What follows belongs to an exercise in optimizing a design on an open flow for small area; a production flow would make more cautious choices.
RTL that was checked went through simulation tests only; none was proved equivalent to the original.

## amber
// ALU_wrapper
module ALU_wrapper( clk, reset, ABCmd_i, LoadA_i, LoadB_i, LoadCmd_i, ACC_o, Done_o);
For scale: roughly 28 flip-flops, ~22 I/O pins.
clock: 6.0 ns
lec_check: 0
cap_margin: 20
core_margin: 2
core_utilization: 40
gpl_timing_driven: 0
slew_margin: 20
standard.sh (not shown) runs the stock make flow with config.mk's settings and CLKGATE_MAP_FILE= SYNTH_SCRIPT=/design/flow/synth_recipe.tcl, a recipe that flattens the netlist after the stock synthesis.
==> flow/flow/run.sh <==
#!/bin/bash
# Own layout flow: the standard ORFS flow, except that
#  - synthesis maps the design's FA/HA adder modules straight onto the
#    sky130 fa_1/ha_1 cells (flow/my_synth.tcl), and
#  - port buffers are the smallest buffer (buf_1).
# Each tool's output goes to a log file of its own in this folder.
set -euo pipefail
W=$(pwd)
F=$W/flow
# same make call as standard.sh, with our synthesis script
sed "s#SYNTH_SCRIPT=[^ ]*#SYNTH_SCRIPT=$F/my_synth.tcl#" standard.sh > my_standard.sh
grep -q "SYNTH_SCRIPT=$F/my_synth.tcl" my_standard.sh
# my_synth.tcl = synth_recipe.tcl with our own synth wrapper in place of its first line
{ echo "source $F/synth_pre.tcl"; tail -n +2 synth_recipe.tcl; } > $F/my_synth.tcl
export MY_FLOW_DIR=$F
if [[ -f $F/env.sh ]]; then source $F/env.sh; fi
bash my_standard.sh synth > synth.log 2>&1
bash my_standard.sh > layout.log 2>&1
==> flow/flow/abc3.script <==
strash
ifraig
dc2
dch -f
map -a
mfs2
strash
dch -f
map -a
topo
==> flow/flow/adder_map.v <==
module FA(a, b, c, s, co);
	input a, b, c;
	output s, co;
	sky130_fd_sc_hd__fa_1 _TECHMAP_REPLACE_ (.A(a), .B(b), .CIN(c), .SUM(s), .COUT(co));
endmodule

module HA(a, b, s, co);
	input a, b;
	output s, co;
	sky130_fd_sc_hd__ha_1 _TECHMAP_REPLACE_ (.A(a), .B(b), .SUM(s), .COUT(co));
endmodule
==> flow/flow/env.sh <==
export BUFFER_PORTS_ARGS="-buffer_cell sky130_fd_sc_hd__buf_1"
export MY_NO_EXTRACT_FA=1
export MY_ABC_SCRIPT=abc3.script
export SETUP_MOVE_SEQUENCE="unbuffer,sizeup,swap"
==> flow/flow/my_synth.tcl <==
source /design/flow/flow/synth_pre.tcl
source $::env(SCRIPTS_DIR)/synth.tcl
# left out here: clear keep_hierarchy, flatten, clean up, hide names made inside functions, write 1_2_yosys.v
==> flow/flow/synth_pre.tcl <==
# Replaces the first line of synth_recipe.tcl (which wraps synth in -nofsm -noshare).
# Before the first synth call, the FA/HA adder modules of the design are mapped
# straight onto the platform's full/half adder cells, and ABC is given an
# area-oriented script.
proc synth {args} {
  if { ![info exists ::my_adders_mapped] } {
    set ::my_adders_mapped 1
    yosys proc
    yosys techmap -map $::env(MY_FLOW_DIR)/adder_map.v
    if { [info exists ::env(MY_NO_EXTRACT_FA)] } {
      unset ::env(ADDER_MAP_FILE)
    }
    if { [info exists ::env(MY_ABC_SCRIPT)] } {
      set i [lsearch -exact $::abc_args -script]
      lset ::abc_args [expr {$i + 1}] $::env(MY_FLOW_DIR)/$::env(MY_ABC_SCRIPT)
    }
  }
  yosys synth -nofsm -noshare {*}$args
}
What ember does differently from amber at the input level:
--- a/flow/design.v
+++ b/flow/design.v
@@ -20,35 +20,35 @@
 	output [7:0] ACC_o;
 	output Done_o;
 	reg [7:0] rA, rB, ACC_o;
 	wire [3:0] op  = ABCmd_i[3:0];
 	wire       CI  = ABCmd_i[4];
 	wire       shr = ABCmd_i[5];
 	wire       BCD = ABCmd_i[6];
 	wire       MUL = ABCmd_i[7];
 	reg [2:0] state;
 	wire RO      = ~state[2] & ~state[1];
-	wire LoadA   = ~state[2] &  state[1];
-	wire LoadB   =  state[2] & ~state[1];
-	wire LoadCmd =  state[2] &  state[1];
-	assign Done_o = state[0];
+	wire LoadA   =  state[1] & ~state[0];
+	wire LoadB   =  state[1] &  state[0];
+	wire LoadCmd =  state[2];
+	assign Done_o = ~state[1] & state[0];
 	wire nA = (RO & ~LoadCmd_i & ~LoadB_i & LoadA_i) | (LoadA & ~LoadB_i & ~LoadCmd_i) |
 	          (LoadB & LoadA_i) | (LoadCmd & LoadA_i);
 	wire nB = (RO & ~LoadCmd_i & LoadB_i) | (LoadA & LoadB_i) |
 	          (LoadB & ~LoadA_i & ~LoadCmd_i) | (LoadCmd & ~LoadA_i & LoadB_i);
 	wire nC = (RO & LoadCmd_i) | (LoadA & ~LoadB_i & LoadCmd_i) | (LoadB & ~LoadA_i & LoadCmd_i);
 	wire nO = LoadCmd & ~LoadA_i & ~LoadB_i;
 	always @(posedge clk or posedge reset)
 		if (reset)
 			state <= 3'b000;
 		else
-			state <= {nB | nC, nA | nC, nO};
+			state <= {nC, nA | nB, nB | nO};
 	always @(posedge clk or posedge reset)
 		if (reset) begin
 			rA <= 0;
 			rB <= 0;
 		end else begin
 			if (LoadA) rA <= ABCmd_i;
 			if (LoadB) rB <= ABCmd_i;
 		end
 	reg  [7:0] lg;
 	wire       lg8 = shr & rA[0];
[summary]
ember: sequential cell area in the final layout 8.8 sq um below amber
Looking at slowest library cell on the worst path, the dfrtp_1 result is from amber; the fa_2 one comes from ember.
ember has completed all stages; timing, DRC and antenna checks passed.
ember vs amber: worst-case setup margin in the final layout up in ember
Per the comparison of ember with amber, design area has increased, vertical die dimension has increased, starting density of the core has increased.
No functional check of the RTL was part of ember.

* * *

== run A ==
ALU_wrapper, a different RTL version from the one above (not shown whole).
For scale: roughly 22 I/O pins, roughly 0.0032 mm^2 of cells after synthesis.
clock: 6.0 ns
lec_check: 0
cap_margin: 20
core_margin: 2
core_utilization: 40
gpl_timing_driven: 0
slew_margin: 20
==> flow/flow/env.sh <==
export BUFFER_PORTS_ARGS="-buffer_cell sky130_fd_sc_hd__buf_1"
export MY_NO_EXTRACT_FA=1
export MY_ABC_SCRIPT=abc3.script
export SETUP_MOVE_SEQUENCE="unbuffer,sizeup,swap"
export CTS_ARGS="-sink_clustering_enable -repair_clock_nets -dont_use_dummy_load"
Scripts as last shown in full above: flow/flow/run.sh, flow/flow/abc3.script, flow/flow/adder_map.v, flow/flow/my_synth.tcl, flow/flow/synth_pre.tcl
Run A completed every stage of the flow, and the final layout passed the timing, DRC and antenna checks.
#### Input delta (run B over run A)
diff --git a/flow/design.v b/flow/design.v
--- a/flow/design.v
+++ b/flow/design.v
@@ -23,49 +23,45 @@
 	wire [3:0] op  = ABCmd_i[3:0];
 	wire       CI  = ABCmd_i[4];
 	wire       shr = ABCmd_i[5];
 	wire       BCD = ABCmd_i[6];
 	wire       MUL = ABCmd_i[7];
 	reg [2:0] state;
-	wire RO      = ~state[2] & ~state[1];
-	wire LoadA   = ~state[2] &  state[1];
-	wire LoadB   =  state[2] & ~state[1];
+	wire RO      = ~state[1];
+	wire LoadA   = ~state[2] &  state[1] & ~state[0];
+	wire LoadB   =  state[0];
 	wire LoadCmd =  state[2] &  state[1];
-	assign Done_o = state[0];
+	assign Done_o = state[2] & ~state[1];
 	wire nA = (RO & ~LoadCmd_i & ~LoadB_i & LoadA_i) | (LoadA & ~LoadB_i & ~LoadCmd_i) |
 	          (LoadB & LoadA_i) | (LoadCmd & LoadA_i);
 	wire nB = (RO & ~LoadCmd_i & LoadB_i) | (LoadA & LoadB_i) |
 	          (LoadB & ~LoadA_i & ~LoadCmd_i) | (LoadCmd & ~LoadA_i & LoadB_i);
 	wire nC = (RO & LoadCmd_i) | (LoadA & ~LoadB_i & LoadCmd_i) | (LoadB & ~LoadA_i & LoadCmd_i);
 	wire nO = LoadCmd & ~LoadA_i & ~LoadB_i;
 	always @(posedge clk or posedge reset)
 		if (reset)
 			state <= 3'b000;
 		else
-			state <= {nB | nC, nA | nC, nO};
+			state <= {nC | nO, nA | nB | nC, nB};
 	always @(posedge clk or posedge reset)
 		if (reset) begin
 			rA <= 0;
 			rB <= 0;
 		end else begin
 			if (LoadA) rA <= ABCmd_i;
 			if (LoadB) rB <= ABCmd_i;
 		end
 	reg  [7:0] lg;
 	wire       lg8 = shr & rA[0];
 	reg  [7:0] op2;
 	wire       cin = CI & ~shr & ~(op[3] & op[2]);
+	wire [7:0] u  = shr ? {CI, rA[7:1]} : rA;
+	wire [1:0] k  = shr ? 2'b11 : op[1:0];
+	wire       ke = ~(k[1] ^ k[0]);
 	always @* begin
-		case (op[1:0])
-		    2'b00: lg = rA | rB;
-		    2'b01: lg = rA & rB;
-		    2'b10: lg = rA ^ rB;
-		    2'b11: lg = rA;
-		endcase
-		if (shr)
-		    lg = {CI, rA[7:1]};
+		lg  = ({8{~k[0]}} & ~u & rB) | (u & ({8{ke}} | (rB ^ {8{k[1]}})));
 		case (op[3:2])
 		    2'b00: op2 = rB;
 		    2'b01: op2 = ~rB;
 		    2'b10: op2 = lg;
 		    2'b11: op2 = 8'd0;
 		endcase
Results
- Final critical-path setup slack (lower): run B
- Run B vs run A — buffers plus inverters on the worst setup path rose 1.
- Looking at worst hold slack, run B sits 0.037 ns below run A.
- The required time reported for the critical path endpoint in run B was higher than what run A gave.
No run of this note included a check of the RTL's function; only the layout flow was run.

[what the ideal ports hide]
The flow's constraints put no driver on any port. The routed layouts listed below were extracted and timed again, unchanged, in two steps. Step 1 assumes that a clkbuf_16 drives the clock port and a buf_2 every other input. Step 2, shift: input delay + t, output delay - t, t = (earliest + latest rising clock arrival at the registers) / 2. This alone moves slack from input paths to output paths. Three values: no drivers, after step 1, after step 2; two values: the first two.
| run | t (ns) | setup WS [ns] | worst hold slack (ns) |
|---|---|---|---|
| amber | 0.316 | 0.203 / 0.203 / -0.086 | 0.495 / 0.495 / 0.495 |
| ember | 0.307 | 0.301 / 0.292 / -0.016 | 0.498 / 0.498 / 0.498 |
| run A | 0.306 | 0.277 / 0.277 / -0.030 | 0.535 / 0.535 / 0.535 |
| run B | 0.305 | 0.150 / 0.133 / -0.172 | 0.499 / 0.499 / 0.499 |
Met with ideal ports but missed after step 2: setup timing in every run listed. For run B, which loses most, drivers alone change the setup slack by -0.017 ns; drivers and shift together by -0.322 ns.
